Background: an optimization exercise with open tools, aiming at small area. Do not read the settings as production practice. In this exercise RTL edits were held to simulation tests only and were not proved equivalent to the original. The flow treats the clock pin as an ideal source. Dropping or thinning the clock tree relies on that and would not hold on a real chip. Power figures rest on the tool's default switching activity, not on a simulated workload.

==> flow/design.v <==
`timescale 1ns / 1ps
module UART_FIFO(
    input clk,
    input reset,
    input [7:0] data_in,
    input data_valid,
    output reg [7:0] data_out
    );
    reg [12:0] ctx_q;
    wire [12:0] ctx = ctx_q ^ 13'h0aaa;
    wire tick    = (ctx & 13'h1e7d) == 13'h1258;   
    wire ctx_end = (ctx & 13'h19f7) == 13'h0963;   
    wire arm     = (ctx & 13'h1aff) == 13'h00ad;   
    reg [8:0] crx_q;
    wire [8:0] crx = crx_q ^ 9'h0aa;
    wire crx_end = (crx & 9'h175) == 9'h020;       
    always @(posedge clk) begin
        if (reset) begin
            ctx_q <= 13'h1258 ^ 13'h0aaa;              
            crx_q <= 9'h1d5 ^ 9'h0aa;                  
        end else begin
            ctx_q <= {ctx[11:0], ctx[12] ^ ctx[0]} ^ {12'd0, ctx_end} ^ 13'h0aaa;
            crx_q <= {crx[7:0], crx[8] ^ crx[6]} ^ {5'd0, crx_end, 3'd0} ^ 9'h0aa;
        end
    end
    reg [7:0] stg [0:15];
    localparam [15:0] POL = 16'haaaa;
    reg [15:0] emp_q;
    wire [15:0] emp = emp_q ^ POL;
    reg [7:0] rd_data;
    reg e0, e1;             
    wire wr;
    reg [3:0] st_q;
    wire [3:0] st = st_q ^ 4'ha;
    wire s_idle  = ~st[3] & ~st[2] & ~st[1];            
    wire s_start = ~st[3] & ~st[1] & ~st[0];            
    wire s_posta =  st[3] &  st[2] & ~st[1] & ~st[0];   
    wire s_postb = ~st[2] & ~st[1] & ~st[0];            
    wire dec = s_start & ctx_end;
    wire load_out = s_postb & crx_end;
    wire step = s_idle  ? tick & ~e1 :
                s_posta ? arm :
                s_postb ? crx_end : tick;
    wire [16:0] hole;
    assign hole[16] = 1'b0;
    assign hole[15:0] = emp | hole[16:1];
    wire [15:0] free = hole[15:0] | {16{dec}};
    assign wr = data_valid & hole[0];
    always @(posedge clk) if (free[0]) stg[0] <= data_in;
    genvar i;
    generate
        for (i = 1; i < 16; i = i + 1) begin : g_stg
            always @(posedge clk) if (free[i]) stg[i] <= stg[i-1];
        end
    endgenerate
    always @(posedge clk) begin
        if (dec) rd_data <= stg[15];
    end
    always @(posedge clk) begin
        if (reset) begin
            emp_q <= 16'hffff ^ POL;
            e0 <= 1'b1;
            e1 <= 1'b1;
            st_q <= 4'b0001 ^ 4'ha;
            data_out <= 8'd0;
        end else begin
            emp_q <= ({emp[14:0], ~wr} & free[15:0]) ^ POL;
            if (tick) begin
                e0 <= &emp;
                e1 <= e0;
            end
            if (step) st_q <= {st[2:0], st[3] ^ st[2]} ^ 4'ha;
            if (load_out) data_out <= rd_data;
        end
    end
endmodule
clock: 20.0 ns
lec_check: 0
cap_margin: 20
core_margin: 2
core_utilization: 75
slew_margin: 20
standard.sh (not shown) runs the stock make flow with config.mk's settings and CLKGATE_MAP_FILE= SYNTH_SCRIPT=/design/flow/synth_recipe.tcl, a recipe that flattens the netlist after the stock synthesis.
==> flow/flow/run.sh <==
#!/bin/bash
# The standard layout with three changes:
# - after the standard synthesis, its combinational cells are re-mapped for
#   area (flow/remap.sh); the flip-flops stay exactly as synthesized;
# - the port buffers are buf_1;
# - the clock tree is a root inverter driving one level of inverters, built
#   by flow/cts_hook.tcl in place of TritonCTS (two inversions: the
#   flip-flops see the clock's own polarity).
set -euo pipefail
R=orfs/results/$FLOW_PLATFORM/UART_FIFO/base
bash standard.sh synth > synth.log 2>&1
cp $R/1_2_yosys.v std_1_2_yosys.v
ffs() { grep -E '^\s*sky130_fd_sc_hd__(e?df|sdf|sedf|dl)[a-z0-9_]*\s' "$1" | awk '{print $1, $2}' | sort; }
if bash flow/remap.sh std_1_2_yosys.v remapped.v > remap.log 2>&1 \
    && [[ -n "$(ffs std_1_2_yosys.v)" ]] && diff <(ffs std_1_2_yosys.v) <(ffs remapped.v) > /dev/null; then
  cp remapped.v $R/1_2_yosys.v
  rm -f $R/1_synth.odb $R/1_synth.sdc
  echo "using the re-mapped netlist" >> remap.log
else
  echo "re-mapping failed or changed the flip-flops; keeping the standard netlist" >> remap.log
fi
export CTS_MAX_SINKS=25
export CTS_LEAF_BUF=sky130_fd_sc_hd__inv_8
export CTS_ROOT_BUF=sky130_fd_sc_hd__inv_8
export PRE_CTS_TCL="$PWD/flow/cts_hook.tcl"
export BUFFER_PORTS_ARGS="-buffer_cell sky130_fd_sc_hd__buf_1"
bash standard.sh finish > standard.log 2>&1
Other scripts of this flow, unchanged in this note and not shown: flow/flow/abc_1.script, flow/flow/abc_d2.script, flow/flow/abc_d4.script, flow/flow/abc_d5.script, flow/flow/abc_d8.script, flow/flow/cts_hook.tcl, flow/flow/remap.sh
Edit:
==> flow/design.v (replaced) <==
`timescale 1ns / 1ps
module UART_FIFO(
    input clk,
    input reset,
    input [7:0] data_in,
    input data_valid,
    output reg [7:0] data_out
    );
    reg [12:0] ctx;
    wire tick    = (ctx & 13'h1e7d) == 13'h1258;   
    wire ctx_end = (ctx & 13'h19f7) == 13'h0963;   
    wire arm     = (ctx & 13'h1aff) == 13'h00ad;   
    reg [8:0] crx;
    wire crx_end = (crx & 9'h175) == 9'h020;       
    always @(posedge clk) begin
        if (reset) begin
            ctx <= 13'h1258;                           
            crx <= 9'h1d5;                             
        end else begin
            ctx <= {ctx[11:0], ctx[12] ^ ctx[0]} ^ {12'd0, ctx_end};
            crx <= {crx[7:0], crx[8] ^ crx[6]} ^ {5'd0, crx_end, 3'd0};
        end
    end
    reg [7:0] stg [0:15];
    reg [15:0] emp;         
    reg [7:0] rd_data;
    reg e0, e1;             
    wire wr;
    reg [3:0] st;
    wire s_idle  = ~st[3] & ~st[2] & ~st[1];            
    wire s_start = ~st[3] & ~st[1] & ~st[0];            
    wire s_posta =  st[3] &  st[2] & ~st[1] & ~st[0];   
    wire s_postb = ~st[2] & ~st[1] & ~st[0];            
    wire dec = s_start & ctx_end;
    wire load_out = s_postb & crx_end;
    wire step = s_idle  ? tick & ~e1 :
                s_posta ? arm :
                s_postb ? crx_end : tick;
    wire [16:0] hole;
    assign hole[16] = 1'b0;
    assign hole[15:0] = emp | hole[16:1];
    wire [15:0] free = hole[15:0] | {16{dec}};
    assign wr = data_valid & hole[0];
    always @(posedge clk) if (free[0]) stg[0] <= data_in;
    genvar i;
    generate
        for (i = 1; i < 16; i = i + 1) begin : g_stg
            always @(posedge clk) if (free[i]) stg[i] <= stg[i-1];
        end
    endgenerate
    always @(posedge clk) begin
        if (dec) rd_data <= stg[15];
    end
    always @(posedge clk) begin
        if (reset) begin
            emp <= 16'hffff;
            e0 <= 1'b1;
            e1 <= 1'b1;
            st <= 4'b0001;
            data_out <= 8'd0;
        end else begin
            emp <= {emp[14:0], ~wr} & free[15:0];
            if (tick) begin
                e0 <= &emp;
                e1 <= e0;
            end
            if (step) st <= {st[2:0], st[3] ^ st[2]};
            if (load_out) data_out <= rd_data;
        end
    end
endmodule
What happened: First-iteration DRC count decreases by 17%. Critical path depth decreases by 1. Cell area increases by about 0.9%. Synthesized cell count increases by 6.0%. Clock skew increases by 0.0096 ns. Core utilization increases by 0.33 points. Power barely changes. Sequential power stays flat. Hold slack gets better by 0.033 ns.
In every run of this note, the design's own scripts or RTL, not TritonCTS, make the clock network.

## separate check: timing with driven ports
The flow's constraints put no driver on any port. The routed layouts listed below were extracted and timed again, unchanged, in two steps.
Step 1: set_driving_cell puts a clkbuf_16 on clk and a buf_2 on each other input, an assumption about the parent block.
Step 2 moves the port delays by t, midway between the first and last clock arrival at a register: inputs arrive t later, outputs are due t later. That takes back most of the time a late clock gives input paths.
a / b / c = ideal / step 1 / step 2; a / b = the first two.
| run | t (ns) | slack for setup (ns) | worst slew at a driven data input, ns |
|---|---|---|---|
| the first run | 0.253 | 14.474 / 14.496 / 14.243 | 0.03 |
| the second run | 0.258 | 14.038 / 14.055 / 13.797 | 0.03 |
After both steps every run listed still meets setup and hold. The setup slack of the second run, which loses most, moves by +0.017 ns with the drivers and by -0.241 ns with both steps.
